What follows belongs to an exercise in optimizing a design on an open flow for small area; a production flow would make more cautious choices.
Function was checked by simulation only, so behaviour that the tests miss may differ from the original.
Power is estimated from default activity; no workload was simulated.

<file path="design/flow/constraint.sdc">
create_clock -name core_clock -period 10.0 [get_ports {PCLK}]
set_input_delay 2.0000 -clock core_clock [delete_from_list [all_inputs] [get_ports {PCLK}]]
set_output_delay 2.0000 -clock core_clock [all_outputs]
set_load 0.01 [all_outputs]
</file>
<file path="design/flow/config.mk">
export PLATFORM = sky130hd
export DESIGN_NAME = top_ip_i2c
export DESIGN_NICKNAME = top_ip_i2c
export VERILOG_FILES = /design/flow/design.v
export SDC_FILE = /design/flow/constraint.sdc
export NUM_CORES = 4
export LEC_CHECK = 0
export CAP_MARGIN = 20
export CORE_MARGIN = 2
export CORE_UTILIZATION = 65
export PLACE_DENSITY = 0.8
export SLEW_MARGIN = 20
</file>
<file path="design/flow/standard.sh">
#!/bin/bash
# synth_recipe.tcl (not shown) runs the flow's synth.tcl, then flattens the netlist and writes it again
# the make line also repeats each setting of config.mk as NAME=value (left out here)
make -C /OpenROAD-flow-scripts/flow DESIGN_CONFIG=/design/flow/config.mk WORK_HOME=/design/flow/orfs CLKGATE_MAP_FILE= SYNTH_SCRIPT=/design/flow/synth_recipe.tcl "${@:-finish}"
</file>
<file path="design/flow/design.v">
module top_ip_i2c
(
    input       wire                PCLK,PRESETn  ,
    input       wire                PSEL,PENABLE  ,
    input       wire                PWRITE        ,
    input       wire    [31:0]      PADDR         ,
    input       wire    [31:0]      PWDATA        ,
    output      wire    [31:0]      PRDATA        ,
    output      wire                PREADY        ,
    output      wire                PSLVERR       ,
    output      wire                PINT          ,
    input       wire                sda_i         ,
    output      wire                sda_o         ,
    output      wire                scl_o         ,
    input       wire                scl_i
);
    function automatic [19:0] inc20(input [19:0] q);
        reg c; integer i;
        begin c = 1'b1; for (i = 0; i < 20; i = i + 1) begin inc20[i] = q[i] ^ c; c = c & q[i]; end end
    endfunction
    wire        setup   = PSEL & ~PENABLE;
    wire        wr      = setup &  PWRITE;
    wire        rd      = setup & ~PWRITE;
    wire [6:0]  idx     = PADDR[8:2];
    reg  [8:0]  tx_apb_addr;
    reg  [7:0]  tx_apb_data;
    reg  [7:0]  tx_apb_data_cnt;
    reg  [13:0] tx_ctrl;
    reg  [19:0] time_out;
    reg         irpt_en, tx_data_en;
    reg  [7:0]  prdata;
    reg         i2c_ready, reg_cmd, pint;
    wire [7:0]  status;
    wire [7:0]  rx_apb_data;
    wire        ms = tx_ctrl[13] & ~tx_ctrl[12];    
    wire        ss = ~tx_ctrl[13] & tx_ctrl[12];    
    always_ff @(posedge PCLK or negedge PRESETn)
    begin
        if (~PRESETn) begin
            tx_ctrl[13:12]  <= 2'd0;
            prdata          <= 8'd0;
        end else begin
            if (wr && idx == 7'd6)  tx_ctrl[13:12]  <= PWDATA[13:12];
            if (rd && idx == 7'd1)  prdata          <= status;
            else if (rd && idx == 7'd3) prdata      <= rx_apb_data;
        end
    end
    always_ff @(posedge PCLK)
    begin
        if (~PRESETn) begin
            tx_apb_addr     <= 9'd0;
            tx_apb_data     <= 8'd0;
            tx_apb_data_cnt <= 8'd0;
            tx_ctrl[11:0]   <= 12'd0;
            time_out        <= 20'd0;
            irpt_en         <= 1'b0;
            tx_data_en      <= 1'b0;
        end else begin
            if (wr && idx == 7'd0)  tx_apb_addr     <= PWDATA[8:0];
            if (wr && idx == 7'd2)  tx_apb_data     <= PWDATA[7:0];
            if (wr && idx == 7'd4)  tx_apb_data_cnt <= PWDATA[7:0];
            if (wr && idx == 7'd6)  tx_ctrl[11:0]   <= PWDATA[11:0];
            if (wr && idx == 7'd10) time_out        <= PWDATA[19:0];
            if (wr && idx == 7'd2)  tx_data_en      <= 1'b1;
            else if (~setup)        tx_data_en      <= 1'b0;
            if (wr && idx == 7'd8)  irpt_en         <= PWDATA[0];
            else if (~setup)        irpt_en         <= 1'b0;
        end
    end
    wire cmd = |status[3:0];
    always_ff @(posedge PCLK or negedge PRESETn)
    begin
        if (~PRESETn)
            pint <= 1'b0;
        else if (cmd & ~reg_cmd)
            pint <= 1'b1;
        else if (irpt_en)
            pint <= 1'b0;
    end
    always_ff @(posedge PCLK)
    begin
        if (~PRESETn)
            i2c_ready <= 1'b0;
        else if (status[1])
            i2c_ready <= 1'b0;
        else if (tx_ctrl[11])
            i2c_ready <= 1'b1;
    end
    always_ff @(posedge PCLK)
        reg_cmd <= cmd;
    assign PRDATA  = {24'd0, prdata};
    assign PREADY  = 1'b1;
    assign PSLVERR = 1'b0;
    assign PINT    = pint;
    localparam [3:0] M_IDLE  = 4'd1, M_START = 4'd2, M_ADDR  = 4'd3, M_AACK  = 4'd4,
                     M_WR    = 4'd5, M_RACK  = 4'd6, M_RD    = 4'd7, M_WACK  = 4'd8,
                     M_SR    = 4'd9, M_STOP  = 4'd10;
    wire        m_sda_i = ms ? sda_i : 1'b1;
    wire        m_scl_i = ms ? scl_i : 1'b1;
    wire [1:0]  m_rw    = ms ? tx_apb_addr[1:0] : 2'b00;
    wire [6:0]  m_addr  = ms ? tx_apb_addr[8:2] : 7'd0;
    wire [7:0]  m_din   = ms ? tx_apb_data : 8'd0;
    wire [10:0] div_cnt = tx_ctrl[10:0];
    reg  [3:0]  mq, mq_next;
    reg  [2:0]  m_cnt;           
    reg  [7:0]  m_cb;            
    reg  [7:0]  m_dar;           
    reg         m_rep;           
    reg         m_sda;
    reg  [7:0]  m_dout;
    reg  [15:0] m_cnt_clk;
    reg         m_reg_scl;
    reg         m_sta_sto;
    reg  [10:0] d_cnt, d_cnt2;
    reg         sclk, clk_en;
    wire        m_cnt_z  = (m_cnt == 3'd0);
    wire        m_cb_nz  = |m_cb;
    wire        m_stretch = (m_cnt_clk >= {6'd0, div_cnt[10:1]}) & ~&m_cnt_clk[15:1];
    always_ff @(posedge PCLK)
    begin
        if (d_cnt >= div_cnt) begin
            d_cnt <= 11'd0;
            sclk  <= 1'b1;
        end else if (~m_stretch) begin
            d_cnt <= inc20({9'd0, d_cnt});
            sclk  <= 1'b0;
        end
    end
    wire d2_wrap = d_cnt2 >= {1'b0, div_cnt[10:1]};
    always_ff @(posedge PCLK)
    begin
        if (d2_wrap)
            d_cnt2 <= 11'd0;
        else if (~m_stretch)
            d_cnt2 <= inc20({9'd0, d_cnt2});
    end
    always_ff @(posedge PCLK)
    begin
        if (~PRESETn)
            clk_en <= 1'b0;
        else if (d2_wrap)
            clk_en <= ~clk_en;
        else if (~m_stretch)
            clk_en <= 1'b0;
    end
    wire m_clr_clk = (m_scl_i ^ m_reg_scl) | mq == M_IDLE | mq == M_START | mq == M_ADDR |
                     mq == M_STOP | mq == M_SR;
    always_ff @(posedge PCLK)
    begin
        if (m_clr_clk)
            m_cnt_clk <= 16'hfffe;
        else if (i2c_ready)
            m_cnt_clk <= inc20({4'd0, m_cnt_clk});
    end
    always_ff @(posedge PCLK)
        m_reg_scl <= m_scl_i;
    always_comb
    begin
        mq_next = mq;
        case (mq)
            M_IDLE:  if (i2c_ready && ms) mq_next = M_START;
            M_START: mq_next = M_ADDR;
            M_ADDR:  if (m_cnt_z) mq_next = M_AACK;
            M_AACK:  mq_next = m_sda_i ? M_STOP : (m_dar[0] ? M_RD : M_WR);
            M_WR:    if (m_cnt_z) mq_next = M_RACK;
            M_RACK:  mq_next = (m_cb_nz && !m_sda_i) ? ((m_rw == 2'b10) ? M_SR : M_WR) : M_STOP;
            M_RD:    if (m_cnt_z) mq_next = M_WACK;
            M_WACK:  mq_next = m_cb_nz ? M_RD : M_STOP;
            M_SR:    mq_next = M_START;
            M_STOP:  mq_next = M_IDLE;
            default: mq_next = mq;
        endcase
    end
    always_ff @(posedge PCLK)
    begin
        if (~PRESETn)
            mq <= M_IDLE;
        else if (sclk)
            mq <= mq_next;
    end
    always_ff @(posedge PCLK)
    begin
        if (~PRESETn) begin
            m_rep  <= 1'b0;
            m_dout <= 8'd0;
        end else begin
            if (mq == M_SR)        m_rep <= 1'b1;
            else if (mq == M_ADDR) m_rep <= 1'b0;
            if (mq == M_RD)        m_dout[m_cnt] <= m_sda_i;
        end
    end
    always_ff @(posedge PCLK)
    begin
        if (sclk)
            m_cnt <= (mq == M_ADDR || mq == M_WR || mq == M_RD) ? m_cnt - 3'd1 : 3'd7;
        if (sclk && (mq == M_AACK || mq == M_RACK || mq == M_WACK))
            m_cb <= (mq == M_AACK || m_cb > tx_apb_data_cnt) ? tx_apb_data_cnt : m_cb - 8'd1;
        if (mq == M_START)
            m_dar <= {m_addr, m_rep ? m_rw[1] : m_rw[0]};
        case (mq)
            M_START, M_STOP: m_sda <= 1'b0;
            M_ADDR:          m_sda <= m_dar[m_cnt];
            M_WR:            m_sda <= m_din[m_cnt];
            M_WACK:          m_sda <= ~m_cb_nz;
            default:         m_sda <= 1'b1;
        endcase
    end
    always_ff @(posedge PCLK)
    begin
        if (mq == M_IDLE)
            m_sta_sto <= 1'b0;
        else if (clk_en)
            m_sta_sto <= ~m_sta_sto;
    end
    wire m_scl_o = (mq == M_IDLE) | (m_sta_sto ^ (mq == M_START));
    wire m_tx    = ~m_sda_i & ((mq == M_AACK) | (mq == M_RACK & m_cb_nz));
    wire [7:0] m_status = {4'b0, mq == M_WACK, m_tx, mq == M_STOP, 1'b0};
    localparam [2:0] S_IDLE = 3'd0, S_RADDR = 3'd1, S_AADDR = 3'd2, S_RD = 3'd3,
                     S_ARD  = 3'd4, S_WR    = 3'd5, S_AWR   = 3'd6;
    wire        s_sda_i = ss ? sda_i : 1'b1;
    wire        s_scl_i = ss ? scl_i : 1'b1;
    wire [6:0]  s_addr  = ss ? tx_apb_addr[8:2] : 7'd0;
    wire [7:0]  s_din   = ss ? tx_apb_data : 8'd0;
    reg         s_reg_sda;
    reg  [7:0]  s_dscl;          
    reg         s_dscl9;         
    reg  [8:1]  s_nsda;          
    reg  [7:0]  s_cnt_st;
    reg         s_sta, s_sto, s_dsta, s_dsto;
    reg         s_ready;
    reg  [7:0]  s_sr;
    reg  [2:0]  sq, sq_next;
    reg         s_reg_addr;
    reg         s_sda;
    reg  [3:0]  s_cnt_bit;
    reg  [7:0]  s_dout;
    reg         s_rw;
    reg         s_reg_tx, s_reg_stretch;
    reg         s_stc;
    reg  [19:0] s_cnt_stretch;
    wire s_reg_scl  = s_dscl[0];
    wire s_scl_ev   = s_reg_scl ^ s_scl_i;
    wire s_scl_fall = s_reg_scl & ~s_scl_i;
    wire s_scl_rise = ~s_reg_scl & s_scl_i;
    wire s_sda_rise = ~s_scl_ev & ~s_reg_sda & s_sda_i;
    wire s_sda_fall = ~s_scl_ev & s_reg_sda & ~s_sda_i;
    wire s_d_scl    = s_dscl[7];
    wire s_d_nscl_ev = ~(s_dscl9 ^ s_dscl[7]);
    wire s_d_sf     = ~s_nsda[8] &  s_nsda[7] & s_d_nscl_ev;
    wire s_d_sr     =  s_nsda[8] & ~s_nsda[7] & s_d_nscl_ev;
    wire s_to_ge    = s_cnt_stretch >= time_out;
    wire s_to_gt    = s_cnt_stretch >  time_out;
    always_ff @(posedge PCLK)
    begin
        s_reg_sda <= s_sda_i;
    end
    always_ff @(posedge PCLK or negedge PRESETn)
    begin
        if (~PRESETn)
            s_dscl <= 8'd0;
        else
            s_dscl <= {s_dscl[6:0], s_scl_i};
    end
    always_ff @(posedge PCLK)
    begin
        s_dscl9 <= s_dscl[7];
        s_nsda  <= {s_nsda[7:1], ~s_reg_sda};
    end
    always_ff @(posedge PCLK)
    begin
        if ((s_sda_fall | s_sda_rise) & s_d_scl)
            s_cnt_st <= 8'd0;
        else
            s_cnt_st <= inc20({12'd0, s_cnt_st});
    end
    always_ff @(posedge PCLK)
    begin
        if (~PRESETn) begin
            s_sta  <= 1'b0;
            s_sto  <= 1'b0;
            s_dsta <= 1'b0;
            s_dsto <= 1'b0;
        end else if (s_sda_fall & s_d_scl)
            s_dsta <= 1'b1;
        else if (s_d_sf & s_scl_i & s_dsta)
            s_sta <= 1'b1;
        else if (s_sda_rise & s_d_scl)
            s_dsto <= 1'b1;
        else if (s_d_sr & s_scl_i & s_dsto)
            s_sto <= 1'b1;
        else if (s_cnt_st > 8'd10) begin
            s_dsto <= 1'b0;
            s_dsta <= 1'b0;
        end else begin
            s_sta <= 1'b0;
            s_sto <= 1'b0;
        end
    end
    always_ff @(posedge PCLK)
    begin
        if (~PRESETn)
            s_ready <= 1'b0;
        else if (s_sta)
            s_ready <= 1'b1;
        else if (s_sto)
            s_ready <= 1'b0;
    end
    always_ff @(posedge PCLK)
        if (s_scl_rise)
            s_sr <= {s_sr[6:0], s_sda_i};
    wire s_cnt_z = (s_cnt_bit == 4'd0);
    always_comb
    begin
        sq_next = sq;
        case (sq)
            S_IDLE:  if (s_ready && ss) sq_next = S_RADDR;
            S_RADDR: if (s_cnt_z) sq_next = S_AADDR;
            S_AADDR: sq_next = s_reg_addr ? (s_rw ? S_WR : S_RD) : S_IDLE;
            S_RD:    if (s_cnt_z) sq_next = S_ARD;
            S_ARD:   sq_next = S_RD;
            S_WR:    if (s_cnt_z) sq_next = S_AWR;
            S_AWR:   sq_next = s_sr[0] ? S_IDLE : S_WR;
            default: sq_next = sq;
        endcase
    end
    always_ff @(posedge PCLK)
    begin
        if (~PRESETn)
            sq <= S_IDLE;
        else if (s_scl_fall)
            sq <= sq_next;
        else if (s_sto | s_sta | s_to_ge)
            sq <= S_IDLE;
    end
    always_ff @(posedge PCLK)
        if (s_scl_fall)
            s_reg_addr <= (s_sr[7:1] == s_addr);
    always_ff @(posedge PCLK)
    begin
        if (~PRESETn) begin
            s_dout <= 8'd0;
            s_rw   <= 1'b0;
        end else begin
            if (sq == S_RADDR && !s_scl_rise && s_cnt_z) s_rw   <= s_sr[0];
            if (sq == S_RD    && !s_scl_rise && s_cnt_z) s_dout <= s_sr;
        end
    end
    always_ff @(posedge PCLK)
    begin
        case (sq)
            S_IDLE:  begin s_sda <= 1'b1; s_cnt_bit <= 4'd8; end
            S_RADDR: begin s_sda <= 1'b1; if (s_scl_rise) s_cnt_bit <= s_cnt_bit - 4'd1; end
            S_AADDR: begin s_sda <= ~s_reg_addr; s_cnt_bit <= s_rw ? 4'd7 : 4'd8; end
            S_RD:    begin s_sda <= 1'b1; if (s_scl_rise) s_cnt_bit <= s_cnt_bit - 4'd1; end
            S_ARD:   begin s_sda <= 1'b0; s_cnt_bit <= 4'd8; end
            S_WR:    begin s_sda <= s_din[s_cnt_bit[2:0]]; if (s_scl_fall) s_cnt_bit <= s_cnt_bit - 4'd1; end
            S_AWR:   begin s_sda <= 1'b1; s_cnt_bit <= 4'd7; end
            default: begin s_sda <= 1'b1; s_cnt_bit <= 4'd8; end
        endcase
    end
    wire s_tx = s_rw & (((sq == S_AADDR) & ~(s_scl_fall & ~s_reg_addr)) |
                        ((sq == S_AWR)   & ~(s_scl_fall & s_sr[0])));
    wire s_stretch = s_stc & ~s_tx;
    always_ff @(posedge PCLK)
    begin
        s_reg_tx      <= s_tx;
        s_reg_stretch <= s_stretch;
    end
    always_ff @(posedge PCLK)
    begin
        if (~PRESETn)
            s_stc <= 1'b0;
        else if (s_tx & ~s_reg_tx)
            s_stc <= 1'b1;
        else if (tx_data_en | s_to_gt)
            s_stc <= 1'b0;
    end
    always_ff @(posedge PCLK)
    begin
        if (~PRESETn)
            s_cnt_stretch <= 20'd0;
        else if (s_stretch)
            s_cnt_stretch <= inc20(s_cnt_stretch);
        else if (s_reg_stretch | sq == S_AADDR | sq == S_AWR)
            s_cnt_stretch <= 20'd0;
    end
    wire s_scl_o = ~(sq == S_WR & s_rw & s_stretch);
    wire [7:0] s_status = {2'b0, s_rw, sq == S_ARD, s_tx, s_sto, s_sta};
    assign status      = ss ? s_status : ms ? m_status : 8'd0;
    assign rx_apb_data = ss ? s_dout   : ms ? m_dout   : 8'd0;
    assign sda_o       = ss ? s_sda    : ms ? m_sda    : 1'b1;
    assign scl_o       = ss ? s_scl_o  : ms ? m_scl_o  : 1'b1;
endmodule
</file>
<file path="design/flow/flow/run.sh">
#!/bin/bash
# Own layout flow: the standard ORFS flow (standard.sh) with these changes:
#  - the port buffers that ORFS adds are the smallest buffer cell;
#  - clock tree: clkbuf_8 cluster buffers (up to 20 sinks, 50 um), clkbuf_8 root and tree
#    buffers, no dummy loads;
set -euo pipefail
W=$(pwd)
export CTS_ARGS='-sink_clustering_enable -repair_clock_nets -dont_use_dummy_load -buf_list sky130_fd_sc_hd__clkbuf_8 -sink_clustering_size 20 -sink_clustering_max_diameter 50 -root_buf sky130_fd_sc_hd__clkbuf_8 -tree_buf sky130_fd_sc_hd__clkbuf_8'

sed -e "s#WORK_HOME=[^ ]*#WORK_HOME=$W/ref#" standard.sh > ref_standard.sh
bash ref_standard.sh synth > ref_synth.log 2>&1

# 2. This flow's synthesis script: the reference script with an area-oriented ABC call.
{
  cat <<'EOT'
proc abc {args} {
  set keep {}
  set skip 0
  foreach a $args {
    if {$skip} { set skip 0; continue }
    if {$a in {-script -constr -D}} { set skip 1; continue }
    lappend keep $a
  }
  yosys abc {*}$keep -script {+strash;&get,-n;&deepsyn,-T,60;&put;dch,-f;amap;topo}
}
EOT
  cat synth_recipe.tcl
} > area_synth.tcl

sed -e "s#SYNTH_SCRIPT=[^ ]*#SYNTH_SCRIPT=$W/area_synth.tcl ADDER_MAP_FILE= SYNTH_OPERATIONS_ARGS=-noshare 'BUFFER_PORTS_ARGS=-buffer_cell sky130_fd_sc_hd__buf_1'#" \
  standard.sh > area_standard.sh
bash area_standard.sh synth > area_synth.log 2>&1

ff_list() {
  python3 - "$1" <<'EOP'
import re, sys
txt = open(sys.argv[1]).read()
ffs = sorted(set(re.findall(r"^\s*(sky130_fd_sc_hd__(?:df|edf|sdf|sedf|dl)\w*)\s+(\S+)\s*\(", txt, re.M)))
for c, n in ffs:
    print(re.sub(r"_\d+$", "", c), n)
EOP
}
ff_list ref/results/sky130hd/top_ip_i2c/base/1_2_yosys.v > ref_regs.txt
ff_list orfs/results/sky130hd/top_ip_i2c/base/1_2_yosys.v > area_regs.txt
if cmp -s ref_regs.txt area_regs.txt && [[ -s ref_regs.txt ]]; then
  echo "registers match the reference synthesis ($(wc -l < ref_regs.txt))" | tee regs_check.log
  bash area_standard.sh > area_flow.log 2>&1
else
  echo "registers differ from the reference synthesis: standard flow" | tee regs_check.log
  diff ref_regs.txt area_regs.txt >> regs_check.log || true
  rm -rf orfs
  bash standard.sh > standard_flow.log 2>&1
fi
</file>
==> results_dict.tcl, run 1 <==
set metrics [dict create \
    status "finished clean" \
    ant_nets 0 \
    finalSetupViolCount 0 \
    crit_arrival_ps 2890 \
    syn_area_per_cell_um2 8.58 \
    place_congestion 0.952 \
    wl_per_cell_um 15.8 \
    multiInputGateArea_um2 3710 \
    cts-resized-gates 0 \
    top_level_ports 108 \
    cts_max_level 1 \
    n_fill_cell 1194 \
    worst_slew_pin_slew_ps 1070 \
    dr.first_iter.drc_count 666 \
    async_reset_ff_share_pct 8.37 \
    grtUsageTotal_pct 27.5 \
    fin_util_pct 70.0 \
    cts_buffer_depth 3 \
    fin_setup_tns_ps 0 \
    powerDensity_nw_per_um2 146 \
    synth_compound_area_share_pct 22.2 \
    final_cell_count_no_fill 1353 \
    synth_top_family_by_area "compound AO/OA/AOI/OAI gates" \
    skew_ps 39.9 \
    clk_pin_slew_worst_paths_ps 110 \
    rows 44 \
    root_buffer "clkbuf_8" \
    die_w_um 125 \
    drcViolationCount 0 \
    synth_cells 1105 \
    reg2reg_depth 20 \
    synthDistinctLibCells 48 \
    p_leak_uw 0.00341 \
    syn_area_um2 9480 \
    dp_cells 1334 \
    seq_area_um2 4960 \
    grt_pass1_vias 7371 \
    finalCritPeriodShare_pct 48.9 \
    port_buffers 44 \
    post_cts_buffers 0 \
    cts_buffers 19 \
    via_per_inst 5.97 \
    cts_tree "built" \
    grt_max_degree 51 \
    critPathKind "flop to output port" \
    final_cell_mix "clkinv_1, dfxtp_1, nor2_1" \
    cap_violations 0 \
    p_total_uw 1470 \
    die_h_um 125 \
    ys.warnings.count 1 \
    relSlewSlack_pct 27.7 \
    setup.worst_path.start_class "flop" \
    core_um2 14400 \
    ys.flop_type "dfxtp_1" \
    holdBufCountCts 0 \
    area_delta_synth_final_pct 6.19 \
    drv_slew 0 \
    dieArea_um2 15600 \
    clk_latency_ps 520 \
    drt_first_pass_iters 5 \
    layout-drive-gt1-share_pct 1.97 \
    rsz0062_at_grt "no" \
    antenna_found_initial 0 \
    dpl.hpwl_um 15700 \
    ys_ff_latch 227 \
    hold_path_depth 0 \
    synth-simple-area-share_pct 15.7 \
    fmax_mhz 204 \
    place_area_um2 9790 \
    initial_core_util_pct 66.0 \
    synth-edff-count 32 \
    synth_seq_area_share_pct 52.3 \
    synth_xor_area_share_pct 0 \
    dr_total_vias 8071 \
    end_kind "output port" \
    ir_drop_v 0.000115 \
    grt_pass1_wl_um 35500 \
    critPathRequiredTime_ps 8000 \
    synthAdderAreaFrac_pct 0 \
    overflow 0 \
    cts.sinks 227 \
    n_antenna_cell 0 \
    hold_viol_final 0 \
    layout.nets 1242 \
    layout_commonest_cell "clkinv_1" \
    fin_crit_ps 4890 \
    critical_path_peak_fanout 10 \
    synthMuxAreaShare_pct 0 \
    hp-class "flop to flop" \
    design_area_um2 10100 \
    routed_wl_um 21400 \
]
## state kept, by name, indices dropped and copies added, names as in the netlist, 3 cells and up
signal	flops
s_cnt_stretch	20
time_out	20
tx_ctrl	14
s_dout	8
d_cnt	11
prdata	8
s_nsda	8
m_cnt_clk	16
tx_apb_data_cnt	8
s_cnt_st	8
m_cb	8
m_dar	8
s_dscl	8
sq	3
tx_apb_data	8
s_sr	8
tx_apb_addr	9
mq	4
s_cnt_bit	4
m_dout	8
d_cnt2	11
m_cnt	3
## critical path, cell delays in order, from the launching register on
cell      delay (ps)
dfxtp_1          330
clkinv_1         210
nor2_1           220
clkinv_1         130
nor2_1           600
nor3_1           110
a21oi_1          260
nor2_1            70
a41oi_1          250
buf_1            180
## power breakdown
part           leakage, uW  internal, uW  total (uW)  switching (uW)
combinational      0.00137          22.5        72.1            49.6
sequential         0.00191           944         956            12.5
clock             0.000137           171         442             271
## path summary, 6_finish.rpt
kind | from | endpoint | slack, ps
min in group asynchronous | PRESETn | s_dscl[0]$_DFF_PN0_ | 1710
min | s_nsda[3]$_DFF_P_ | s_nsda[4]$_DFF_P_ | 340
max reg2reg | tx_ctrl[12]$_DFFE_PN0P_ | s_cnt_stretch[19]$_SDFFE_PN0P_ | 5920
max in group asynchronous | PRESETn | tx_ctrl[12]$_DFFE_PN0P_ | 7870
min reg2reg | s_nsda[3]$_DFF_P_ | s_nsda[4]$_DFF_P_ | 340
max | mq[1]$_SDFFE_PN0P_ | scl_o | 5110
## logic make-up (layout without fill, tap and decap cells)
logic type,after synthesis,in the layout
compound gates,319,319
buf+inv,219,258
flops,227,227
other cells,2,27
simple gates,338,338
## cell type report
cell class | count | area share, %
sequential | 227 | 49.3
timing repair buffer | 46 | 1.80
clock buffer | 19 | 2.60
tap | 184 | 2.29
inverter | 193 | 7.20
multi-input combinational | 684 | 36.8
## per-stage QoR
stage | hold WS [ps] | setup WS (ps)
after floorplan | 310 | 5970
after CTS | 340 | 5140
after global placement | 310 | 5240
after detailed placement | 312 | 5260
after global routing | 354 | 4830
final | 339 | 5110
## cells in the mapped netlist (all sizes together), types with 6 or more instances
cell | count | area, um^2
nand2 | 65 | 244
a22oi | 12 | 90.1
a32o | 7 | 70.1
nand4 | 7 | 43.8
clkinv | 193 | 724
o21ai | 60 | 300
a211oi | 19 | 143
o221ai | 15 | 131
or2 | 9 | 56.3
nand2b | 6 | 37.5
o22ai | 87 | 544
o21a | 11 | 82.6
nor4 | 9 | 56.3
nand3 | 18 | 90.1
buf | 26 | 195
nor2 | 165 | 619
dfxtp | 176 | 3520
dfrtp | 19 | 475
a21oi | 54 | 270
a31oi | 6 | 37.5
o32ai | 6 | 52.6
nor3 | 35 | 175
edfxtp | 32 | 961
## routing by layer
metal | track usage, % | wire (um) | vias to the layer above
met3 | 4.55 | 1580 | 52
li1 | - | - | 4003
met1 | 38.6 | 9510 | 3728
met5 | 0 | 0 | -
met2 | 43.9 | 9740 | 288
met4 | 8.99 | 605 | 0
==> run 2: changes to the inputs <==
--- a/design/flow/design.v
+++ b/design/flow/design.v
@@ -118,7 +118,10 @@
     wire        m_stretch = (m_cnt_clk >= {6'd0, div_cnt[10:1]}) & ~&m_cnt_clk[15:1];
     always_ff @(posedge PCLK)
     begin
-        if (d_cnt >= div_cnt) begin
+        if (~PRESETn) begin
+            d_cnt <= 11'd0;
+            sclk  <= 1'b0;
+        end else if (d_cnt >= div_cnt) begin
             d_cnt <= 11'd0;
             sclk  <= 1'b1;
         end else if (~m_stretch) begin
@@ -129,7 +132,7 @@
     wire d2_wrap = d_cnt2 >= {1'b0, div_cnt[10:1]};
     always_ff @(posedge PCLK)
     begin
-        if (d2_wrap)
+        if (~PRESETn | d2_wrap)
             d_cnt2 <= 11'd0;
         else if (~m_stretch)
             d_cnt2 <= inc20({9'd0, d_cnt2});
@@ -268,7 +271,7 @@
     end
     always_ff @(posedge PCLK)
     begin
-        if ((s_sda_fall | s_sda_rise) & s_d_scl)
+        if (~PRESETn | ((s_sda_fall | s_sda_rise) & s_d_scl))
             s_cnt_st <= 8'd0;
         else
             s_cnt_st <= inc20({12'd0, s_cnt_st});
==> results_dict.tcl, run 2 <==
set metrics [dict create \
    layout-drive-gt1-share_pct 2.32 \
    critPathMaxStageDelay_ps 250 \
    layout.nets 1236 \
    dp_slack_ps 3420 \
    n_antenna_cell 0 \
    initial_core_util_pct 67.1 \
    fin_ws_ps 3920 \
    holdBufCountCts 0 \
    ant_nets 0 \
    n_fill_cell 1176 \
    wl_per_cell_um 15.5 \
    clk_latency_ps 520 \
    synth-simple-area-share_pct 16.2 \
    rows 43 \
    cts_max_level 1 \
    finalCritPeriodShare_pct 60.8 \
    synth_top_area_share_pct 37.5 \
    cts_tree "built" \
    cts.sinks 227 \
    rsz0062_at_grt "no" \
    synthAdderAreaFrac_pct 0 \
    drcViolationCount 0 \
    fin_util_pct 71.4 \
    fin_crit_ps 6080 \
    area_delta_synth_final_pct 6.42 \
    dr_total_vias 7891 \
    p_leak_uw 0.00337 \
    cts_buffers 19 \
    antenna_found_initial 0 \
    port_buffers 44 \
    ys.warnings.count 1 \
    grt_max_degree 50 \
    dpl.hpwl_um 15500 \
    synth_top_family_by_area "compound AO/OA/AOI/OAI gates" \
    crit_slowest_cell "o211ai_1" \
    overflow 0 \
    cts-resized-gates 0 \
    netlist_top_cells_count "clkinv_1, dfxtp_1, nor2_1, nand2_1, o22ai_1" \
    powerDensity_nw_per_um2 149 \
    synth.most_common_cell "clkinv_1" \
    synth-edff-count 32 \
    drv_slew 0 \
    largestRegisters "s_cnt_stretch (20), time_out (20), m_cnt_clk (16)" \
    grt_pass1_vias 7223 \
    ys.flop_type "dfxtp_1" \
    finalSetupViolCount 0 \
    worst_slew_pin_slew_ps 976 \
    ys_ff_latch 227 \
    die_w_um 124 \
    ys_top_cells_by_area "dfxtp_1, edfxtp_1, clkinv_1" \
    yosysTopAreaCell "dfxtp_1" \
    clk_pin_slew_worst_paths_ps 110 \
    cap_violations 0 \
    top_level_ports 108 \
    core_um2 14000 \
    relSlewSlack_pct 33.2 \
    skew_ps 54.1 \
    root_buffer "clkbuf_8" \
    setup.worst_path.start_class "input pin" \
    critPathKind "input pin to flop" \
    grt_pass1_wl_um 34300 \
    synthDistinctLibCells 49 \
    design_area_um2 9990 \
    ir_drop_v 0.000108 \
    fin_setup_tns_ps 0 \
    routed_wl_um 20900 \
    cts_buffer_depth 3 \
    dieArea_um2 15400 \
    layout_commonest_cell "clkinv_1" \
    place_congestion 0.977 \
    place_area_um2 9730 \
    synthMuxAreaShare_pct 0 \
    hold_viol_final 0 \
    worst-path-buf-inv 3 \
    die_h_um 124 \
    syn_area_um2 9390 \
    synth_cells 1095 \
    synth_compound_area_share_pct 21.8 \
    critical_path_peak_fanout 4 \
    synth_xor_area_share_pct 0 \
    syn_area_per_cell_um2 8.58 \
    cpLargestDelayFamily "simple AND/OR/NAND/NOR gates" \
    crit_arrival_ps 6530 \
    fmax_mhz 165 \
    synth_seq_area_share_pct 52.8 \
    via_per_inst 5.88 \
    end_kind "flop" \
    async_reset_ff_share_pct 8.37 \
    grtUsageTotal_pct 26.6 \
    critPathRequiredTime_ps 10450 \
    dr.first_iter.drc_count 617 \
    drt_first_pass_iters 5 \
    final_cell_mix "clkinv_1, dfxtp_1, nor2_1" \
    cp_common_cell "nor2_1" \
    status "finished clean" \
    hp-class "flop to flop" \
    post_cts_buffers 0 \
]
[run 2: changes by cell type after synthesis, moves of 4 or more]
cell / delta
nor3b_1: +7
o211ai_1: +7
o21ai_0: +12
a211oi_1: +14
o221ai_1: -6
a22oi_1: -6
or3_1: +6
nand2b_1: -4
a32o_1: -6
nand3_1: -4
clkinv_1: -16
nor3_1: -9
o22ai_1: -13
nand2_1: +19
[run 2: per-layer routing]
| layer | vias to the layer above | track usage, % | wire, um |
|---|---|---|---|
| met2 | 249 | 42.0 | 9270 |
| met3 | 51 | 4.00 | 1380 |
| li1 | 3950 | - | - |
| met1 | 3641 | 37.4 | 9390 |
| met4 | 0 | 9.98 | 824 |
| met5 | - | 0 | 0 |
[run 2: where the power goes]
part / switching [uW] / total [uW] / leakage, uW / internal (uW)
sequential: 11.0 / 946 / 0.00193 / 935
clock: 273 / 444 / 0.000137 / 171
combinational: 72.8 / 100 / 0.00130 / 27.3
[run 2: stage by stage]
step | power, uW | hold WS [ps] | instances
4_1_cts | 1500 | 339 | 1343
6_report | 1490 | 338 | 1343
3_3_place_gp | 1060 | 312 | 1324
2_1_floorplan | 1030 | 310 | 1120
5_1_grt | 1540 | 346 | 1343
3_5_place_dp | 1060 | 312 | 1324
[run 2: cells by family after synthesis]
family,Yosys count
AOI/OAI and AO/OA,316
buffers and inverters,203
DFF,227
other,2
and+or+nand+nor,347
[run 2: worst paths after layout]
kind                                               from                        endpoint  slack [ps]  cells after the start
max in group asynchronous                       PRESETn         tx_ctrl[12]$_DFFE_PN0P_        8000                      2
worst max register to register  tx_ctrl[13]$_DFFE_PN0P_  s_cnt_stretch[19]$_SDFFE_PN0P_        4740                     29
worst max-delay path                              scl_i  s_cnt_stretch[19]$_SDFFE_PN0P_        3920                     28
min in group asynchronous                       PRESETn           prdata[6]$_DFFE_PN0P_        1560                      2
worst min register to register        s_nsda[6]$_DFF_P_               s_nsda[7]$_DFF_P_         340                      0
worst min-delay path                  s_nsda[6]$_DFF_P_               s_nsda[7]$_DFF_P_         340                      0
[run 2: cell type report]
| class | count | area, um^2 | area share [%] |
|---|---|---|---|
| Inverter | 177 | 664 | 6.65 |
| Clock buffer | 19 | 262 | 2.62 |
| Multi-Input combinational cell | 690 | 3670 | 36.7 |
| Tap cell | 180 | 225 | 2.25 |
| Timing Repair Buffer | 50 | 211 | 2.12 |
| Sequential cell | 227 | 4960 | 49.6 |
==> run 3: changes to the inputs <==
--- a/design/flow/design.v
+++ b/design/flow/design.v
@@ -14,10 +14,6 @@
     output      wire                scl_o         ,
     input       wire                scl_i
 );
-    function automatic [19:0] inc20(input [19:0] q);
-        reg c; integer i;
-        begin c = 1'b1; for (i = 0; i < 20; i = i + 1) begin inc20[i] = q[i] ^ c; c = c & q[i]; end end
-    endfunction
     wire        setup   = PSEL & ~PENABLE;
     wire        wr      = setup &  PWRITE;
     wire        rd      = setup & ~PWRITE;
@@ -37,57 +33,43 @@
     always_ff @(posedge PCLK or negedge PRESETn)
     begin
         if (~PRESETn) begin
-            tx_ctrl[13:12]  <= 2'd0;
-            prdata          <= 8'd0;
-        end else begin
-            if (wr && idx == 7'd6)  tx_ctrl[13:12]  <= PWDATA[13:12];
-            if (rd && idx == 7'd1)  prdata          <= status;
-            else if (rd && idx == 7'd3) prdata      <= rx_apb_data;
-        end
-    end
-    always_ff @(posedge PCLK)
-    begin
-        if (~PRESETn) begin
             tx_apb_addr     <= 9'd0;
             tx_apb_data     <= 8'd0;
             tx_apb_data_cnt <= 8'd0;
-            tx_ctrl[11:0]   <= 12'd0;
+            tx_ctrl         <= 14'd0;
             time_out        <= 20'd0;
             irpt_en         <= 1'b0;
             tx_data_en      <= 1'b0;
+            prdata          <= 8'd0;
         end else begin
             if (wr && idx == 7'd0)  tx_apb_addr     <= PWDATA[8:0];
             if (wr && idx == 7'd2)  tx_apb_data     <= PWDATA[7:0];
             if (wr && idx == 7'd4)  tx_apb_data_cnt <= PWDATA[7:0];
-            if (wr && idx == 7'd6)  tx_ctrl[11:0]   <= PWDATA[11:0];
+            if (wr && idx == 7'd6)  tx_ctrl         <= PWDATA[13:0];
             if (wr && idx == 7'd10) time_out        <= PWDATA[19:0];
             if (wr && idx == 7'd2)  tx_data_en      <= 1'b1;
             else if (~setup)        tx_data_en      <= 1'b0;
             if (wr && idx == 7'd8)  irpt_en         <= PWDATA[0];
             else if (~setup)        irpt_en         <= 1'b0;
+            if (rd && idx == 7'd1)  prdata          <= status;
+            else if (rd && idx == 7'd3) prdata      <= rx_apb_data;
         end
     end
     wire cmd = |status[3:0];
     always_ff @(posedge PCLK or negedge PRESETn)
     begin
-        if (~PRESETn)
-            pint <= 1'b0;
-        else if (cmd & ~reg_cmd)
-            pint <= 1'b1;
-        else if (irpt_en)
-            pint <= 1'b0;
-    end
-    always_ff @(posedge PCLK)
-    begin
-        if (~PRESETn)
-            i2c_ready <= 1'b0;
-        else if (status[1])
+        if (~PRESETn) begin
             i2c_ready <= 1'b0;
-        else if (tx_ctrl[11])
-            i2c_ready <= 1'b1;
+            reg_cmd   <= 1'b0;
+            pint      <= 1'b0;
+        end else begin
+            if (status[1])          i2c_ready <= 1'b0;
+            else if (tx_ctrl[11])   i2c_ready <= 1'b1;
+            reg_cmd <= cmd;
+            if (cmd & ~reg_cmd)     pint <= 1'b1;
+            else if (irpt_en)       pint <= 1'b0;
+        end
     end
-    always_ff @(posedge PCLK)
-        reg_cmd <= cmd;
     assign PRDATA  = {24'd0, prdata};
     assign PREADY  = 1'b1;
     assign PSLVERR = 1'b0;
@@ -116,7 +98,7 @@
     wire        m_cnt_z  = (m_cnt == 3'd0);
     wire        m_cb_nz  = |m_cb;
     wire        m_stretch = (m_cnt_clk >= {6'd0, div_cnt[10:1]}) & ~&m_cnt_clk[15:1];
-    always_ff @(posedge PCLK)
+    always_ff @(posedge PCLK or negedge PRESETn)
     begin
         if (~PRESETn) begin
             d_cnt <= 11'd0;
@@ -125,35 +107,33 @@
             d_cnt <= 11'd0;
             sclk  <= 1'b1;
         end else if (~m_stretch) begin
-            d_cnt <= inc20({9'd0, d_cnt});
+            d_cnt <= d_cnt + 11'd1;
             sclk  <= 1'b0;
         end
     end
-    wire d2_wrap = d_cnt2 >= {1'b0, div_cnt[10:1]};
-    always_ff @(posedge PCLK)
+    always_ff @(posedge PCLK or negedge PRESETn)
     begin
-        if (~PRESETn | d2_wrap)
+        if (~PRESETn) begin
             d_cnt2 <= 11'd0;
-        else if (~m_stretch)
-            d_cnt2 <= inc20({9'd0, d_cnt2});
-    end
-    always_ff @(posedge PCLK)
-    begin
-        if (~PRESETn)
             clk_en <= 1'b0;
-        else if (d2_wrap)
+        end else if (d_cnt2 >= {1'b0, div_cnt[10:1]}) begin
+            d_cnt2 <= 11'd0;
             clk_en <= ~clk_en;
-        else if (~m_stretch)
+        end else if (~m_stretch) begin
+            d_cnt2 <= d_cnt2 + 11'd1;
             clk_en <= 1'b0;
+        end
     end
     wire m_clr_clk = (m_scl_i ^ m_reg_scl) | mq == M_IDLE | mq == M_START | mq == M_ADDR |
                      mq == M_STOP | mq == M_SR;
-    always_ff @(posedge PCLK)
+    always_ff @(posedge PCLK or negedge PRESETn)
     begin
-        if (m_clr_clk)
+        if (~PRESETn)
+            m_cnt_clk <= 16'hfffe;
+        else if (m_clr_clk)
             m_cnt_clk <= 16'hfffe;
         else if (i2c_ready)
-            m_cnt_clk <= inc20({4'd0, m_cnt_clk});
+            m_cnt_clk <= m_cnt_clk + 16'd1;
     end
     always_ff @(posedge PCLK)
         m_reg_scl <= m_scl_i;
@@ -174,7 +154,7 @@
             default: mq_next = mq;
         endcase
     end
-    always_ff @(posedge PCLK)
+    always_ff @(posedge PCLK or negedge PRESETn)
     begin
         if (~PRESETn)
             mq <= M_IDLE;
@@ -208,9 +188,11 @@
             default:         m_sda <= 1'b1;
         endcase
     end
-    always_ff @(posedge PCLK)
+    always_ff @(posedge PCLK or negedge PRESETn)
     begin
-        if (mq == M_IDLE)
+        if (~PRESETn)
+            m_sta_sto <= 1'b0;
+        else if (mq == M_IDLE)
             m_sta_sto <= 1'b0;
         else if (clk_en)
             m_sta_sto <= ~m_sta_sto;
@@ -256,6 +238,8 @@
     always_ff @(posedge PCLK)
     begin
         s_reg_sda <= s_sda_i;
+        s_dscl9   <= s_dscl[7];
+        s_nsda    <= {s_nsda[7:1], ~s_reg_sda};
     end
     always_ff @(posedge PCLK or negedge PRESETn)
     begin
@@ -264,19 +248,16 @@
         else
             s_dscl <= {s_dscl[6:0], s_scl_i};
     end
-    always_ff @(posedge PCLK)
-    begin
-        s_dscl9 <= s_dscl[7];
-        s_nsda  <= {s_nsda[7:1], ~s_reg_sda};
-    end
-    always_ff @(posedge PCLK)
+    always_ff @(posedge PCLK or negedge PRESETn)
     begin
-        if (~PRESETn | ((s_sda_fall | s_sda_rise) & s_d_scl))
+        if (~PRESETn)
+            s_cnt_st <= 8'd0;
+        else if ((s_sda_fall | s_sda_rise) & s_d_scl)
             s_cnt_st <= 8'd0;
         else
-            s_cnt_st <= inc20({12'd0, s_cnt_st});
+            s_cnt_st <= s_cnt_st + 8'd1;
     end
-    always_ff @(posedge PCLK)
+    always_ff @(posedge PCLK or negedge PRESETn)
     begin
         if (~PRESETn) begin
             s_sta  <= 1'b0;
@@ -299,7 +280,7 @@
             s_sto <= 1'b0;
         end
     end
-    always_ff @(posedge PCLK)
+    always_ff @(posedge PCLK or negedge PRESETn)
     begin
         if (~PRESETn)
             s_ready <= 1'b0;
@@ -326,7 +307,7 @@
             default: sq_next = sq;
         endcase
     end
-    always_ff @(posedge PCLK)
+    always_ff @(posedge PCLK or negedge PRESETn)
     begin
         if (~PRESETn)
             sq <= S_IDLE;
@@ -338,7 +319,7 @@
     always_ff @(posedge PCLK)
         if (s_scl_fall)
             s_reg_addr <= (s_sr[7:1] == s_addr);
-    always_ff @(posedge PCLK)
+    always_ff @(posedge PCLK or negedge PRESETn)
     begin
         if (~PRESETn) begin
             s_dout <= 8'd0;
@@ -369,7 +350,7 @@
         s_reg_tx      <= s_tx;
         s_reg_stretch <= s_stretch;
     end
-    always_ff @(posedge PCLK)
+    always_ff @(posedge PCLK or negedge PRESETn)
     begin
         if (~PRESETn)
             s_stc <= 1'b0;
@@ -378,12 +359,12 @@
         else if (tx_data_en | s_to_gt)
             s_stc <= 1'b0;
     end
-    always_ff @(posedge PCLK)
+    always_ff @(posedge PCLK or negedge PRESETn)
     begin
         if (~PRESETn)
             s_cnt_stretch <= 20'd0;
         else if (s_stretch)
-            s_cnt_stretch <= inc20(s_cnt_stretch);
+            s_cnt_stretch <= s_cnt_stretch + 20'd1;
         else if (s_reg_stretch | sq == S_AADDR | sq == S_AWR)
             s_cnt_stretch <= 20'd0;
     end
==> results_dict.tcl, run 3 <==
set metrics [dict create \
    status "finished clean" \
    internal_power_uw 1330 \
    min_from "s_dscl[5]$_DFF_PN0_" \
    switchingPower_uw 534 \
    largestRegisters "s_cnt_stretch (20), time_out (20), m_cnt_clk (16)" \
    hold_viol_final 0 \
    ys_ff_latch 227 \
    die_w_um 128 \
    finalSetupViolCount 0 \
    ir_drop_v 0.000219 \
    hp-class "flop to flop" \
    drcViolationCount 0 \
    place_congestion 0.933 \
    pwr-share-clk_pct 24.5 \
    dr_total_vias 7993 \
    cts-resized-gates 0 \
    synth.most_common_cell "nor2_1" \
    end_kind "output port" \
    synth_top_area_share_pct 38.5 \
    n_antenna_cell 0 \
    critPathKind "flop to output port" \
    root_buffer "clkbuf_8" \
    ant_nets 0 \
    synth_cells 1079 \
    multiInputGateArea_um2 3700 \
    r2r_setup_slack_ps 5750 \
    worst_slew_pin_slew_ps 1100 \
    post_cts_buffers 0 \
    via_per_inst 5.98 \
    yosysTopAreaCell "dfrtp_1" \
    cap_violations 0 \
    die_h_um 128 \
    combPwrFrac_pct 16.0 \
    grt_pass1_vias 7830 \
    path_cells "clkinv_1 > nor2_1 > clkinv_1 > o22a_1 > buf_1" \
    layout.nets 1221 \
    setup.worst_path.start_class "flop" \
    initial_core_util_pct 66.4 \
    p_total_uw 1860 \
    synth-edff-count 32 \
    critPathRequiredTime_ps 8000 \
    port_buffers 44 \
    rows 45 \
    skew_ps 58.5 \
    cts_max_level 1 \
    wl_per_cell_um 16.7 \
    dpl.hpwl_um 16200 \
    hold_path_depth 0 \
    fin_crit_ps 4480 \
    cts_buffer_depth 3 \
    fin_setup_tns_ps 0 \
    layout-drive-gt1-share_pct 3.92 \
    dieArea_um2 16500 \
    syn_area_per_cell_um2 9.33 \
    r2r-start "tx_ctrl[2]$_DFFE_PN0P_" \
    overflow 0 \
    r2r_end "d_cnt[10]$_DFFE_PN0P_" \
    syn_area_um2 10100 \
    finalCritPeriodShare_pct 44.8 \
    swShare_pct 28.7 \
    cts_buffers 20 \
    reg2reg_depth 21 \
    n_fill_cell 1195 \
    powerDensity_nw_per_um2 174 \
    netlist_top_cells_count "nor2_1, dfrtp_1, clkinv_1, a21oi_1, o21ai_0" \
    drv_slew 0 \
    area_delta_synth_final_pct 6.32 \
    cpLargestDelayFamily "buffers and inverters" \
    synthDistinctLibCells 45 \
    holdBufCountCts 0 \
    whs_endpoint "s_dscl[6]$_DFF_PN0_" \
    ys.flop_type "dfrtp_1" \
    grt_pass1_wl_um 37400 \
    critPathMaxStageDelay_ps 520 \
    layout_commonest_cell "nor2_1" \
    antenna_found_initial 0 \
    ys.warnings.count 1 \
    routed_wl_um 22300 \
    p_leak_uw 0.00419 \
    top_level_ports 108 \
    final_cell_mix "nor2_1, dfrtp_1, clkinv_1" \
    dr.first_iter.drc_count 637 \
    clk_latency_ps 530 \
    cts_tree "built" \
    rsz0062_at_grt "no" \
    worst-path-buf-inv 3 \
    seq_area_um2 5740 \
    relSlewSlack_pct 26.1 \
    fmax_mhz 223 \
    crit_arrival_ps 2480 \
    synth_seq_area_share_pct 57.0 \
    grtUsageTotal_pct 28.3 \
    cp_common_cell "clkinv_1" \
    crit_slowest_cell "nor2_1" \
    ys_top_cells_by_area "dfrtp_1, edfxtp_1, nor2_1" \
    core_um2 15100 \
    critical_path_peak_fanout 11 \
    p_seq_share_pct 59.5 \
    clk_pin_slew_worst_paths_ps 110 \
    drt_first_pass_iters 5 \
    async_reset_ff_share_pct 75.3 \
    cts.sinks 227 \
    whs_ps 332 \
    grt_max_degree 71 \
]
run 3: cell count changes after synthesis, moves of 16 or more:
| cell | delta |
|---|---|
| dfstp_2 | +16 |
| nor2_1 | +52 |
| clkinv_1 | -34 |
| o22a_1 | +32 |
| dfxtp_1 | -152 |
| dfrtp_1 | +136 |
| o22ai_1 | -52 |
| a21oi_1 | +26 |
| nand2_1 | -17 |
run 3: area by class of cell:
cell class              count  share of cell area, %
repair buffers             50                   2.00
inverters                 143                   5.02
flip-flops and latches    227                   53.7
well taps                 188                   2.20
clock buffers              20                   2.57
multi-input cells         708                   34.6
run 3: per-layer routing:
metal / GRT usage, % / vias up / share of wire (%) / wire (um)
met4: 9.89 / 0 / 3.1 / 699
met5: 0 / - / 0 / 0
met3: 3.74 / 51 / 5.8 / 1290
li1: - / 3899 / - / -
met2: 46.4 / 254 / 46 / 10400
met1: 39.3 / 3789 / 45 / 9960
run 3: through the flow:
stage               worst slack [ps]  util [%]  instance area [um^2]  instances
global placement                5080      68.8                 10400       1316
detailed placement              5030      68.8                 10400       1316
CTS                             5560      70.6                 10700       1336
global route                    5220      70.6                 10700       1336
floorplan                       4170         -                 10200       1104
finish                          5520      70.6                 10700       1336
run 3: worst max-delay path by stage:
stage	start	to	slack [ps]	cells after the start
after detailed placement	PENABLE	tx_ctrl[12]$_DFFE_PN0P_	5030	8
final	tx_ctrl[13]$_DFFE_PN0P_	sda_o	5520	5
after CTS	tx_ctrl[13]$_DFFE_PN0P_	sda_o	5560	5
after global placement	PENABLE	tx_ctrl[12]$_DFFE_PN0P_	5080	8
after global routing	tx_ctrl[2]$_DFFE_PN0P_	d_cnt[10]$_DFFE_PN0P_	5220	21
after floorplan	PENABLE	time_out[10]$_DFFE_PN0P_	4170	6
run 3: cell families after synthesis:
logic type      after synthesis  synth area share [%]
simple gates                370                  15.4
compound gates              311                  20.2
flops                       227                  57.0
buf+inv                     169                  7.27
other cells                   2                0.0746
run 3: worst reg2reg max path, delay by kind of cell (launching register included):
kind / cells / cell delay (ps)
DFF: 1 / 340
AOI/OAI and AO/OA: 7 / 1910
and+or+nand+nor: 13 / 1760
buffers and inverters: 1 / 180
run 3: power groups by stage:
stage          clock network [uW]  registers (uW)  logic, uW
6_report                      457            1110        298
5_1_grt                       505            1120        341
4_1_cts                       470            1110        301
3_5_place_dp                    0            1120        299
3_3_place_gp                    0            1120        289
2_1_floorplan                   0            1100        227
==> run 4: changes to the inputs <==
--- a/design/flow/design.v
+++ b/design/flow/design.v
@@ -97,7 +97,7 @@
     reg         sclk, clk_en;
     wire        m_cnt_z  = (m_cnt == 3'd0);
     wire        m_cb_nz  = |m_cb;
-    wire        m_stretch = (m_cnt_clk >= {6'd0, div_cnt[10:1]}) & ~&m_cnt_clk[15:1];
+    wire        m_stretch = m_cnt_clk > ({5'd0, div_cnt[10:1]} + 16'd1);
     always_ff @(posedge PCLK or negedge PRESETn)
     begin
         if (~PRESETn) begin
@@ -129,9 +129,9 @@
     always_ff @(posedge PCLK or negedge PRESETn)
     begin
         if (~PRESETn)
-            m_cnt_clk <= 16'hfffe;
+            m_cnt_clk <= 16'd0;
         else if (m_clr_clk)
-            m_cnt_clk <= 16'hfffe;
+            m_cnt_clk <= 16'd0;
         else if (i2c_ready)
             m_cnt_clk <= m_cnt_clk + 16'd1;
     end
@@ -206,10 +206,8 @@
     wire        s_scl_i = ss ? scl_i : 1'b1;
     wire [6:0]  s_addr  = ss ? tx_apb_addr[8:2] : 7'd0;
     wire [7:0]  s_din   = ss ? tx_apb_data : 8'd0;
-    reg         s_reg_sda;
-    reg  [7:0]  s_dscl;          
-    reg         s_dscl9;         
-    reg  [8:1]  s_nsda;          
+    reg         s_reg_scl, s_reg_sda;
+    reg  [7:0]  s_dscl, s_dsf, s_dsr;
     reg  [7:0]  s_cnt_st;
     reg         s_sta, s_sto, s_dsta, s_dsto;
     reg         s_ready;
@@ -223,30 +221,32 @@
     reg         s_reg_tx, s_reg_stretch;
     reg         s_stc;
     reg  [19:0] s_cnt_stretch;
-    wire s_reg_scl  = s_dscl[0];
     wire s_scl_ev   = s_reg_scl ^ s_scl_i;
     wire s_scl_fall = s_reg_scl & ~s_scl_i;
     wire s_scl_rise = ~s_reg_scl & s_scl_i;
     wire s_sda_rise = ~s_scl_ev & ~s_reg_sda & s_sda_i;
     wire s_sda_fall = ~s_scl_ev & s_reg_sda & ~s_sda_i;
     wire s_d_scl    = s_dscl[7];
-    wire s_d_nscl_ev = ~(s_dscl9 ^ s_dscl[7]);
-    wire s_d_sf     = ~s_nsda[8] &  s_nsda[7] & s_d_nscl_ev;
-    wire s_d_sr     =  s_nsda[8] & ~s_nsda[7] & s_d_nscl_ev;
+    wire s_d_sf     = s_dsf[7];
+    wire s_d_sr     = s_dsr[7];
     wire s_to_ge    = s_cnt_stretch >= time_out;
     wire s_to_gt    = s_cnt_stretch >  time_out;
     always_ff @(posedge PCLK)
     begin
+        s_reg_scl <= s_scl_i;
         s_reg_sda <= s_sda_i;
-        s_dscl9   <= s_dscl[7];
-        s_nsda    <= {s_nsda[7:1], ~s_reg_sda};
     end
     always_ff @(posedge PCLK or negedge PRESETn)
     begin
-        if (~PRESETn)
+        if (~PRESETn) begin
             s_dscl <= 8'd0;
-        else
+            s_dsf  <= 8'd0;
+            s_dsr  <= 8'd0;
+        end else begin
             s_dscl <= {s_dscl[6:0], s_scl_i};
+            s_dsf  <= {s_dsf[6:0], s_sda_fall};
+            s_dsr  <= {s_dsr[6:0], s_sda_rise};
+        end
     end
     always_ff @(posedge PCLK or negedge PRESETn)
     begin
==> results_dict.tcl, run 4 <==
set metrics [dict create \
    fin_crit_ps 5410 \
    whs_endpoint "s_dsr[3]$_DFF_PN0_" \
    n_antenna_cell 0 \
    whs_ps 344 \
    layout.nets 1258 \
    wl_per_cell_um 16.3 \
    p_leak_uw 0.00436 \
    core_um2 15800 \
    min_from "s_dsr[2]$_DFF_PN0_" \
    synth_top_area_share_pct 44.6 \
    place_congestion 0.963 \
    ys_top_cells_by_area "dfrtp_1, edfxtp_1, nor2_1" \
    end_kind "output port" \
    rsz0062_at_grt "no" \
    largestRegisters "s_cnt_stretch (20), time_out (20), m_cnt_clk (16)" \
    r2r-start "tx_ctrl[3]$_DFFE_PN0P_" \
    routed_wl_um 22800 \
    port_buffers 44 \
    design_area_um2 11100 \
    status "finished clean" \
    synthDistinctLibCells 49 \
    cts_buffer_depth 3 \
    overflow 0 \
    skew_ps 51.1 \
    crit_arrival_ps 3410 \
    dr.first_iter.drc_count 695 \
    synth-edff-count 32 \
    grt_pass1_wl_um 37100 \
    ys_ff_latch 235 \
    async_reset_ff_share_pct 79.6 \
    synth.most_common_cell "nor2_1" \
    top_level_ports 108 \
    hold_viol_final 0 \
    relSlewSlack_pct 30.8 \
    layout-drive-gt1-share_pct 2.19 \
    cts-resized-gates 0 \
    syn_area_um2 10400 \
    hold_path_depth 0 \
    final_cell_mix "nor2_1, dfrtp_1, clkinv_1" \
    cts_buffers 21 \
    dieArea_um2 17100 \
    area_delta_synth_final_pct 6.26 \
    finalCritPeriodShare_pct 54.1 \
    cap_violations 0 \
    post_cts_buffers 0 \
    reg2reg_depth 21 \
    r2r_setup_slack_ps 6110 \
    clk_latency_ps 540 \
    root_buffer "clkbuf_8" \
    ys.warnings.count 1 \
    drt_first_pass_iters 5 \
    die_h_um 131 \
    setup.worst_path.start_class "flop" \
    rows 46 \
    ir_drop_v 0.000140 \
    netlist_top_cells_count "nor2_1, dfrtp_1, clkinv_1, a21oi_1, nand2_1" \
    cts_tree "built" \
    synth_cells 1118 \
    clk_pin_slew_worst_paths_ps 110 \
    cts.sinks 235 \
    drcViolationCount 0 \
    hp-class "flop to flop" \
    dpl.hpwl_um 16700 \
    antenna_found_initial 0 \
    synth_seq_area_share_pct 57.1 \
    syn_area_per_cell_um2 9.33 \
    fin_setup_tns_ps 0 \
    grt_max_degree 82 \
    ys.flop_type "dfrtp_1" \
    die_w_um 131 \
    grtUsageTotal_pct 27.7 \
    grt_pass1_vias 7550 \
    powerDensity_nw_per_um2 152 \
    finalSetupViolCount 0 \
    holdBufCountCts 0 \
    cts_max_level 1 \
    initial_core_util_pct 66.2 \
    worst_slew_pin_slew_ps 1030 \
    ant_nets 0 \
    dr_total_vias 8192 \
    place_area_um2 10800 \
    critPathKind "flop to output port" \
    layout_commonest_cell "nor2_1" \
    r2r_end "d_cnt[10]$_DFFE_PN0P_" \
    via_per_inst 5.85 \
    yosysTopAreaCell "dfrtp_1" \
    fmax_mhz 185 \
    critical_path_peak_fanout 10 \
    critPathRequiredTime_ps 8000 \
    drv_slew 0 \
]
==> run 4: changes by cell type after synthesis, moves of 13 or more <==
cell,before,now
dfrtp_1,155,186
clkinv_1,143,169
o22a_1,34,18
dfstp_2,16,1
a21oi_1,77,91
o21ai_0,70,57
o22ai_1,22,35
==> run 4: per-stage QoR <==
stage,setup slack (ps),util (%),instances,total power [uW]
after global placement,4680,68.5,1380,1220
after CTS,4580,70.3,1401,1690
after detailed placement,4620,68.5,1380,1230
final,4590,70.3,1401,1680
after global routing,4400,70.3,1401,1750
after floorplan,5630,-,1143,1170
==> run 4: cell type report <==
class	instances	area (um^2)
tap	216	270
sequential	235	5960
multi-input combinational	713	3740
timing repair buffer	47	195
fill	1242	4680
clock buffer	21	289
inverter	169	634
==> run 4: layer usage <==
metal	vias up	share of wire (%)	global-route usage (%)	wire, um
li1	3997	-	-	-
met3	47	6.3	4.44	1430
met4	0	3.2	9.07	734
met1	3875	44	39.7	10100
met2	273	46	44.0	10600
met5	-	0	0	0
==> run 4: how the worst max path moves through the flow <==
stage	end	from	slack, ps
finish	scl_o	mq[1]$_DFFE_PN0P_	4590
global route	scl_o	mq[1]$_DFFE_PN0P_	4400
CTS	scl_o	mq[1]$_DFFE_PN0P_	4580
detailed placement	time_out[0]$_DFFE_PN0P_	PENABLE	4620
global placement	time_out[1]$_DFFE_PN0P_	PENABLE	4680
floorplan	time_out[10]$_DFFE_PN0P_	PENABLE	5630
==> run 4: cells by family (layout without fill, tap and decap cells) <==
kind of cell	Yosys count	after routing	share of synthesized area [%]
compound gates	324	324	20.3
other cells	2	27	0.0720
flops	235	235	57.1
simple gates	362	362	14.5
buf+inv	195	237	7.95
==> run 4: power breakdown <==
group          internal (uW)  switching, uW
logic                   56.7            104
registers               1010           32.5
clock network            188            285
==> run 4: worst max-delay path, cell delays in order, from the launching register on <==
cell and delay (ps):
dfrtp_1 550, clkinv_1 200, nor3_1 270, clkinv_1 160, nor2_1 620, clkinv_1 290
a32oi_1 280, nor2_1 130, a41oi_1 240, buf_1 180

## afterwards: timing with drivers on the ports
Ports are ideal in the flow. The routed layouts listed here were re-timed in OpenROAD. Step 1, drivers: a clkbuf_16 drives PCLK and a buf_2 each remaining input, both assumed. Step 2, shift: input delay + t, output delay - t, t = (earliest + latest rising clock arrival at the registers) / 2. This alone moves slack from input paths to output paths. a / b / c = ideal ports / drivers / drivers and shift; a / b = the first two.
| run | t (ns) | setup slack, ns | worst setup path at the end | worst register clock-pin slew, ns | pins driven straight from the clock port |
|---|---|---|---|---|---|
| run 1 | 0.541 | 5.108 / 5.071 / 5.149 | input to register | 0.11 / 0.11 | 1 |
| run 2 | 0.534 | 3.921 / 3.938 / 3.404 | input to register | 0.11 / 0.11 | 1 |
| run 3 | 0.542 | 5.523 / 5.484 / 5.015 | input to register | 0.11 / 0.11 | 1 |
| run 4 | 0.546 | 4.594 / 4.553 / 4.726 | input to register | 0.11 / 0.11 | 1 |
After both steps every run listed still meets setup and hold. The setup slack of run 2, which loses most, moves by +0.017 ns with the drivers and by -0.517 ns with both steps.
